From an optimization exercise on the open Yosys and OpenROAD flow, aimed at small area, a short achievable clock period and few clock cycles; shortcuts taken in it are not production practice.
At most, simulation tests tie the RTL to the original design; equivalence was not proved.
No activity file was given, so power comes from the tool's default toggle rates.

## cpu_8bit
module cpu_8bit (
    input wire clk,
    input wire reset,
    input wire [7:0] data_in,
    output wire [7:0] data_out,
    output wire [7:0] address,
    output wire mem_write
);
    wire       rd;         
    wire       wr;         
    wire [1:0] mop;        
    wire [7:0] acc;
    control_unit ctrl (
        .clk(clk),
        .reset(reset),
        .data_in(data_in),
        .rd(rd),
        .wr(wr),
        .mop(mop)
    );
    datapath dp (
        .clk(clk),
        .reset(reset),
        .data_in(data_in),
        .rd(rd),
        .wr(wr),
        .mop(mop),
        .acc(acc),
        .addr(address)
    );
    assign data_out  = acc;
    assign mem_write = wr;
endmodule
Settings: LEC_CHECK=0, ABC_AREA=1, CAP_MARGIN=20, CORE_MARGIN=2, CORE_UTILIZATION=40, SETUP_SLACK_MARGIN=2.3, SLEW_MARGIN=20; clock period 4.0 ns.
standard.sh (not shown) runs the stock make flow with config.mk's settings and CLKGATE_MAP_FILE= SYNTH_SCRIPT=/design/flow/synth_recipe.tcl, a recipe that flattens the netlist after the stock synthesis.
==> flow/flow/run.sh <==
#!/bin/bash
# Standard layout, except:
#  - synthesis maps with flow/abc.script and without full/half-adder cells,
#  - the ports get plain buffers,
#  - resizing may change a cell's footprint.
F=$(pwd)/flow
export FLOW_ABC_SCRIPT=$F/abc.script
export BUFFER_PORTS_ARGS="-buffer_cell sky130_fd_sc_hd__buf_2"
bash standard.sh SYNTH_SCRIPT=$F/synth_abc.tcl ADDER_MAP_FILE= MATCH_CELL_FOOTPRINT=0 finish > standard.log 2>&1
==> flow/flow/abc.script <==
strash
dch
map -a
topo
stime -c
buffer -c
upsize -c
dnsize -c
==> flow/flow/synth_abc.tcl <==
# synth_recipe.tcl with one change: abc runs the script in flow/abc.script
# instead of ORFS's abc_area.script. Everything else is the same.
proc synth {args} { yosys synth -nofsm -noshare {*}$args }
proc abc {args} {
  set i [lsearch -exact $args -script]
  if { $i >= 0 } { lset args [expr {$i + 1}] $::env(FLOW_ABC_SCRIPT) }
  yosys abc {*}$args
}
source $::env(SCRIPTS_DIR)/synth.tcl
# left out here: clear keep_hierarchy, flatten, clean up, hide names made inside functions, write 1_2_yosys.v
The starting point completed without violations.
Then changed:
==> flow/flow/abc.script (replaced) <==
strash
dch
map -D 800
topo
stime -c
buffer -c
upsize -c -D 800
dnsize -c -D 800
Settings changed: SETUP_SLACK_MARGIN 2.3 to 2.2.
Worst setup slack gains 0.10 ns.
Routed wire length went up by about a fifth.
Synthesized area is higher by roughly a tenth.
Global-route usage rose by 1.6 points.
Combinational power falls by roughly a tenth.
Total power shrinks by a few percent.
Register-to-register slack improves by 0.16 ns.
Then changed:
==> flow/flow/abc.script (replaced) <==
strash
dch
map -a
topo
stime -c
buffer -c
upsize -c
dnsize -c
Settings changed: SETUP_SLACK_MARGIN 2.2 to 2.0.
Outcome:
- register-to-register slack degrades by 0.18 ns
- utilization went down by 0.13 points
- total power went down by 4.1%
- routed wire length went down by 27%
- fmax went down by 8.1%
- hold slack degrades by 0.12 ns
- clock power went up by 47%
- via count went down by 25%
- global-route usage went down by 3.5 points
- first-iteration DRC count went down by 47%
- clock-buffer cell count went down by 1
No run of this note included a check of the RTL's function; only the layout flow was run.

---

== run a ==
cpu_8bit, a different RTL version from the one above (not shown whole).
Size in the first run: roughly 270 cells after synthesis, roughly 28 flip-flops, about 2000 µm² of cells after synthesis.
export LEC_CHECK = 0
export ABC_AREA = 1
export CAP_MARGIN = 20
export CORE_MARGIN = 2
export CORE_UTILIZATION = 40
export CTS_BUF_LIST = sky130_fd_sc_hd__clkbuf_16
export SETUP_SLACK_MARGIN = 2.0
export SLEW_MARGIN = 20
create_clock -name core_clock -period 4.0 [get_ports {clk}]
==> flow/flow/abc.script <==
strash
dch
map -a
topo
stime -c
buffer -c
upsize -c
dnsize -c
Scripts as last shown in full above: flow/flow/run.sh, flow/flow/synth_abc.tcl
Testbench counts of run a, summed over its fixed seeds: cycles 52,861.
## Diff of input files: run b against run a
- clearing CTS_BUF_LIST, which used to be sky130_fd_sc_hd__clkbuf_16
==> flow/flow/abc.script <==
strash
dch
map -a -B 0.9
topo
stime -c
buffer -c
upsize -c
dnsize -c
Lower ratio of final minimum period to clock period among run b and run a: run a
Any difference in combinational fraction of design power between run b and run a is small enough to ignore.
Diff run b and run a: part of the power in the clock network higher in run a
The worst slew slack as a fraction of its limit in run b was lower than what run a gave.
Against run a, run b comes in 1 higher on buffer count excluding the clock tree in the final layout.
Compared with run a, in run b area after synthesis -0.81%, sequential share of layout area rose by 0.78 points.
[run b vs run a] synthesized-area fraction occupied by ao, oa, aoi and oai cells: lower in run b

---

## v2
cpu_8bit, a different RTL version from the one above (not shown whole).
Size: ~260 cells after synthesis, about 29 flip-flops, ~27 I/O pins, ~2000 µm² of cells after synthesis.
==> flow/config.mk <==
export PLATFORM = sky130hd
export DESIGN_NAME = cpu_8bit
export DESIGN_NICKNAME = cpu_8bit
export VERILOG_FILES = /design/flow/design.v
export SDC_FILE = /design/flow/constraint.sdc
export NUM_CORES = 4
export LEC_CHECK = 0
export ABC_AREA = 1
export CAP_MARGIN = 20
export CORE_MARGIN = 2
export CORE_UTILIZATION = 40
export SETUP_SLACK_MARGIN = 2.0
export SLEW_MARGIN = 20
==> flow/constraint.sdc <==
create_clock -name core_clock -period 4.0 [get_ports {clk}]
set_input_delay 0.8000 -clock core_clock [delete_from_list [all_inputs] [get_ports {clk}]]
set_output_delay 0.8000 -clock core_clock [all_outputs]
set_load 0.01 [all_outputs]
==> flow/flow/abc.script <==
strash
dch
map -a -B 0.9
topo
stime -c
buffer -c
upsize -c
dnsize -c
Scripts as last shown in full above: flow/flow/run.sh, flow/flow/synth_abc.tcl
diff inputs: v2 => v17
--- a/flow/flow/abc.script
+++ b/flow/flow/abc.script
@@ -3 +3 @@
-map -a -B 0.9
+map -B 0.9
--- outcome ---
- Final-layout worst hold slack ends up lower on v17.
- On post-cts repair resize count, the lower figure sits with v17, not v2.
- Between v2 and v17, the flow reports power increasing by a few percent.
- v17 and v2 all finish clean.
- Looking at multi-input combinational gate total, v17 sits 48% above v2.
- Going from v2 to v17, the non-clock inverter instance count of the final layout was found to have gone up by 17%.
- More vias were needed by v17 than by v2.
Inputs modified between v17 and v52:
- a change of SETUP_SLACK_MARGIN from 2.0 to 2.2
--- a/flow/flow/abc.script
+++ b/flow/flow/abc.script
@@ -3 +3 @@
-map -B 0.9
+map -a
### Flow results
In the metrics for v17 and v52, the one carrying the lower sequential share of layout area is v52.
Number of design-rule violations left by the first detailed-router iteration on v52 is ahead of v17.
simple AND/OR/NAND/NOR gates as the main combinational cell family by area after synthesis was reported by v17, and compound AO/OA/AOI/OAI gates by v52.
Comparing v17 and v52, share of final-layout standard cells stronger than drive strength 1 is higher on v52.
Global-route wire length before repair on v52 is down relative to v17.
Compared with v17, v52 shows wire length lower by 6.8%.
Delta (v52 minus v17): layout-stage area growth over the synthesis result +34 points, setup slack now sits lower.
Function was not checked in any run of this note: the RTL went through the layout flow alone.

---

## build 73
The RTL this note starts from:
==> flow/design.v <==
module control_unit (
    input wire clk,
    input wire reset,
    input wire [7:0] data_in,
    output reg rd,
    output reg wr,
    output reg dsel,
    output reg asel,
    output reg sub,
    output reg [1:0] mop,
    output reg [3:0] mopd
);
    wire [3:0] op = data_in[7:4];
    wire ld = !dsel && (op[3:2] == 2'b00) && (op[1:0] != 2'b00) ||
              !dsel && (op == 4'h4);
    wire st = !dsel && (op == 4'h5);
    always @(posedge clk or posedge reset) begin
        if (reset) begin
            rd   <= 1'b0;
            wr   <= 1'b0;
            dsel <= 1'b0;
            asel <= 1'b0;
        end else begin
            rd   <= ld;
            wr   <= st;
            dsel <= ld || st;
            asel <= !dsel && (op != 4'h0) && (op[3:1] <= 3'b010);
        end
    end
    always @(posedge clk) begin
        sub  <= (op == 4'h2);
        mop  <= data_in[5:4];
        mopd <= data_in[3:0];
    end
endmodule
module datapath (
    input wire clk,
    input wire reset,
    input wire [7:0] data_in,
    input wire rd,
    input wire wr,
    input wire dsel,
    input wire sub,
    input wire [1:0] mop,
    output reg [7:0] pc,
    output reg [7:0] acc
);
    reg        carry;
    wire [7:0] d   = data_in;
    wire [3:0] op  = data_in[7:4];
    wire [3:0] opd = data_in[3:0];
    wire       fetch = !dsel;
    wire       zero = (acc == 8'h00);
    reg        cond;
    always @(*) begin
        case (op[1:0])
            2'b00: cond = 1'b0;      
            2'b01: cond = 1'b1;      
            2'b10: cond = zero;      
            default: cond = carry;   
        endcase
    end
    wire       tk   = fetch && (op[3:2] == 2'b10) && cond;    
    wire [7:0] pc_s = dsel ? pc : pc + 8'h01;                  
    wire [7:0] pc_n = tk ? {4'h0, opd} : pc_s;
    always @(posedge clk or posedge reset) begin
        if (reset)
            pc <= 8'h00;
        else
            pc <= pc_n;
    end
    wire [7:0] ax = acc ^ {8{sub}};
    wire [7:0] g0 = ax & d;
    wire [7:0] p0 = ax | d;
    wire [7:0] g1, p1, g2, p2, g3;
    genvar i;
    generate
        for (i = 0; i < 8; i = i + 1) begin : pf
            if (i >= 1) begin : l1
                assign g1[i] = g0[i] | (p0[i] & g0[i-1]);
                assign p1[i] = p0[i] & p0[i-1];
            end else begin : l1z
                assign g1[i] = g0[i];
                assign p1[i] = p0[i];
            end
            if (i >= 2) begin : l2
                assign g2[i] = g1[i] | (p1[i] & g1[i-2]);
                assign p2[i] = p1[i] & p1[i-2];
            end else begin : l2z
                assign g2[i] = g1[i];
                assign p2[i] = p1[i];
            end
            if (i >= 4) begin : l3
                assign g3[i] = g2[i] | (p2[i] & g2[i-4]);
            end else begin : l3z
                assign g3[i] = g2[i];
            end
        end
    endgenerate
    wire [7:0] c = {g3[6:0], 1'b0};              
    wire [7:0] h = acc ^ d;                      
    wire is_ar = rd && (mop[1] ^ mop[0]);        
    wire is_and = rd && (mop == 2'b11);
    wire is_ld  = rd && (mop == 2'b00);
    wire [7:0] k = {8{is_ld}} | ({8{is_and}} & acc);
    wire is_nl = fetch && (op[3:1] == 3'b011);
    wire is_sr = fetch && (op == 4'h8);
    wire [7:0] nl = op[0] ? {acc[6:0], 1'b0} : ~acc;
    wire [7:0] sr = {1'b0, acc[7:1]};
    wire       c_nl = op[0] ? acc[7] : 1'b1;
    wire [7:0] y   = is_nl ? nl : (is_sr ? sr : ((d & k) | (acc & {8{!rd}})));
    wire       y_c = is_nl ? c_nl : (!is_sr && !rd && carry);
    wire [7:0] r1 = is_ar ? ~h : y;
    wire [7:0] r0 = is_ar ?  h : y;
    wire [7:0] acc_n = (c & r1) | (~c & r0);
    wire       c_n   = is_ar ? g3[7] : y_c;
    always @(posedge clk or posedge reset) begin
        if (reset) begin
            acc   <= 8'h00;
            carry <= 1'b0;
        end else begin
            acc   <= acc_n;
            carry <= c_n;
        end
    end
endmodule
module cpu_8bit (
    input wire clk,
    input wire reset,
    input wire [7:0] data_in,
    output wire [7:0] data_out,
    output wire [7:0] address,
    output wire mem_write
);
    wire       rd;         
    wire       wr;         
    wire       dsel;       
    wire       asel;       
    wire       sub;        
    wire [1:0] mop;        
    wire [3:0] mopd;       
    wire [7:0] pc;
    wire [7:0] acc;
    control_unit ctrl (
        .clk(clk),
        .reset(reset),
        .data_in(data_in),
        .rd(rd),
        .wr(wr),
        .dsel(dsel),
        .asel(asel),
        .sub(sub),
        .mop(mop),
        .mopd(mopd)
    );
    datapath dp (
        .clk(clk),
        .reset(reset),
        .data_in(data_in),
        .rd(rd),
        .wr(wr),
        .dsel(dsel),
        .sub(sub),
        .mop(mop),
        .pc(pc),
        .acc(acc)
    );
    assign address   = asel ? {4'h0, mopd} : pc;
    assign data_out  = acc;
    assign mem_write = wr;
endmodule
clock: 4.0 ns
lec_check: 0
abc_area: 1
cap_margin: 20
core_margin: 2
core_utilization: 40
setup_slack_margin: 2.0
slew_margin: 20
==> flow/flow/abc.script <==
strash
dch
map -a -D 1000
topo
stime -c
buffer -c
upsize -c -D 1000
dnsize -c -D 1000
Scripts as last shown in full above: flow/flow/run.sh, flow/flow/synth_abc.tcl
The flow did not stop early for build 73: all stages ran, and the layout cleared the timing, design-rule and antenna checks.
Testbench counts of build 73, summed over its fixed seeds: cycles 52,861.
What build 85 does differently from build 73 at the input level:
==> flow/flow/abc.script <==
strash
dch
map -a
topo
stime -c
buffer -c
upsize -c
dnsize -c
-- flow/config.mk --
<<< build 73, line 11
export CORE_UTILIZATION = 40
export SETUP_SLACK_MARGIN = 2.0
export SLEW_MARGIN = 20
>>> build 85, line 11
export CORE_UTILIZATION = 40
export SETUP_SLACK_MARGIN = 2.1
export SLEW_MARGIN = 20
### Flow results
Build 85: internal power consumption is 0.50% higher than what build 73 reported.
Taking build 73 as the reference, in build 85 routed length per instance higher; count of flip-flops with a built-in enable after synthesis roughly the same; final setup slack of the worst path essentially unchanged; clock network power share held steady; maximum frequency about even.
Edits applied to the flow inputs when going from build 85 to build 1:
==> flow/flow/abc.script <==
strash
dch
map -D 1000
topo
stime -c
buffer -c
upsize -c -D 1000
dnsize -c -D 1000
-- flow/config.mk --
<<< build 85, line 11
export CORE_UTILIZATION = 40
export SETUP_SLACK_MARGIN = 2.1
export SLEW_MARGIN = 20
>>> build 1, line 11
export CORE_UTILIZATION = 40
export SETUP_SLACK_MARGIN = 2.0
export SLEW_MARGIN = 20
==> comparison <==
In build 1, the switching share of power came out 0.70 points below the value in build 85. Multi-input gate share of the layout cell area on build 1 is up relative to build 85. Changes observed in build 1 relative to build 85: placeable core region shows a reduction of 63 sq um, critical path depth shows no meaningful change, clock period minus final worst setup slack shows an increase of 0.045 ns, post-synthesis xor/xnor area fraction shows a reduction of 1.6 points. The leading cell type in the layout, fill and taps excluded comes out sky130_fd_sc_hd__nor2_1 in one run and sky130_fd_sc_hd__nand2_1 in the other, namely in build 85 and build 1 respectively. Of build 85 and build 1, the run reporting the lower setup slack was build 1. Compared to build 85, build 1 has maximum frequency 0.012 GHz lower. Looking at synthesized-area fraction occupied by ao, oa, aoi and oai cells across build 85 and build 1, the one that comes out lower is build 85. Sort build 85 and build 1 by total detailed-routing wirelength, ascending, and build 85 comes first.
Inputs modified between build 1 and build 96:
==> flow/flow/abc.script <==
strash
dch
map -a -B 0.9
topo
stime -c
buffer -c
upsize -c
dnsize -c
-- flow/config.mk --
<<< build 1, line 11
export CORE_UTILIZATION = 40
export SETUP_SLACK_MARGIN = 2.0
export SLEW_MARGIN = 20
>>> build 96, line 11
export CORE_UTILIZATION = 40
export SETUP_SLACK_MARGIN = 2.15
export SLEW_MARGIN = 20
## What came out
Build 96 went all the way through synthesis, placement and routing and the layout is clean on timing, DRC and antenna.
Sort build 1 and build 96 by total power, descending, and build 96 comes first.
For build 1, the largest family of logic cells by synthesized area was compound AO/OA/AOI/OAI gates, unlike build 96, where it was simple AND/OR/NAND/NOR gates.
[diff] normalized max-slew margin, build 96 relative to build 1: improvement
The final reports for build 96 and build 1 show total stage count of the critical path higher in the former.
Diff build 1 -> build 96: pre-CTS worst setup slack lost 0.018 ns, slew at the pin closest to its max-slew limit lost 0.026 ns, flip-flop and latch power lost about 1%, worst setup margin picked up an extra 0.039 ns.
Diff build 1 -> build 96 | share of cell area taken by muxes after synthesis | decrease of 1.0 points
Note that the met3 wirelength from detailed routing recorded for build 1 amounts to 0.59 times the value seen in build 96.
The end point of the critical path comes out address[2] in one run and address[3] in the other, namely in build 1 and build 96 respectively.

[static timing again, ports no longer ideal]
No port has a modelled driver above. Below, the same layouts with a new extraction and two added sets of constraints.
Step 1, drivers: a clkbuf_16 drives clk and a buf_2 each remaining input, both assumed.
Step 2 adds t to the input delays and takes it off the output delays; t is the mean of the earliest and latest rising clock arrival at the registers after step 1. Input paths then give back, and output paths get back, about the clock's delay inside the block.
a / b / c = ideal ports / drivers / drivers and shift; a / b = the first two.
run | shift t [ns] | setup WS [ns] | worst setup path at the end | worst slew at a driven data input, ns | pins driven straight from the clock port
the first run of note 1 | 0.316 | 2.117 / 2.117 / 1.839 | input to register | 0.12 | 1
the second run of note 1 | 0.318 | 2.217 / 2.187 / 1.885 | input to register | 0.15 | 1
the third run of note 1 | 0.309 | 2.060 / 2.064 / 1.755 | input to register | 0.04 | 1
run a | 0.299 | 2.123 / 2.089 / 1.865 | input to register | 0.03 | 1
run b | 0.312 | 2.057 / 2.028 / 1.824 | input to register | 0.03 | 1
v2 | 0.313 | 2.038 / 2.046 / 1.733 | input to register | 0.03 | 1
v17 | 0.307 | 2.101 / 2.109 / 1.801 | input to register | 0.03 | 1
v52 | 0.308 | 2.051 / 2.034 / 1.726 | input to register | 0.14 | 1
build 73 | 0.310 | 2.101 / 2.072 / 1.863 | input to register | 0.03 | 1
build 85 | 0.314 | 2.099 / 2.069 / 1.872 | input to register | 0.03 | 1
build 1 | 0.310 | 2.054 / 2.024 / 1.842 | input to register | 0.03 | 1
build 96 | 0.298 | 2.092 / 2.064 / 1.849 | input to register | 0.04 | 1
After both steps every run listed still meets setup and hold. The setup slack of the second run of note 1, which loses most, moves by -0.030 ns with the drivers and by -0.332 ns with both steps.
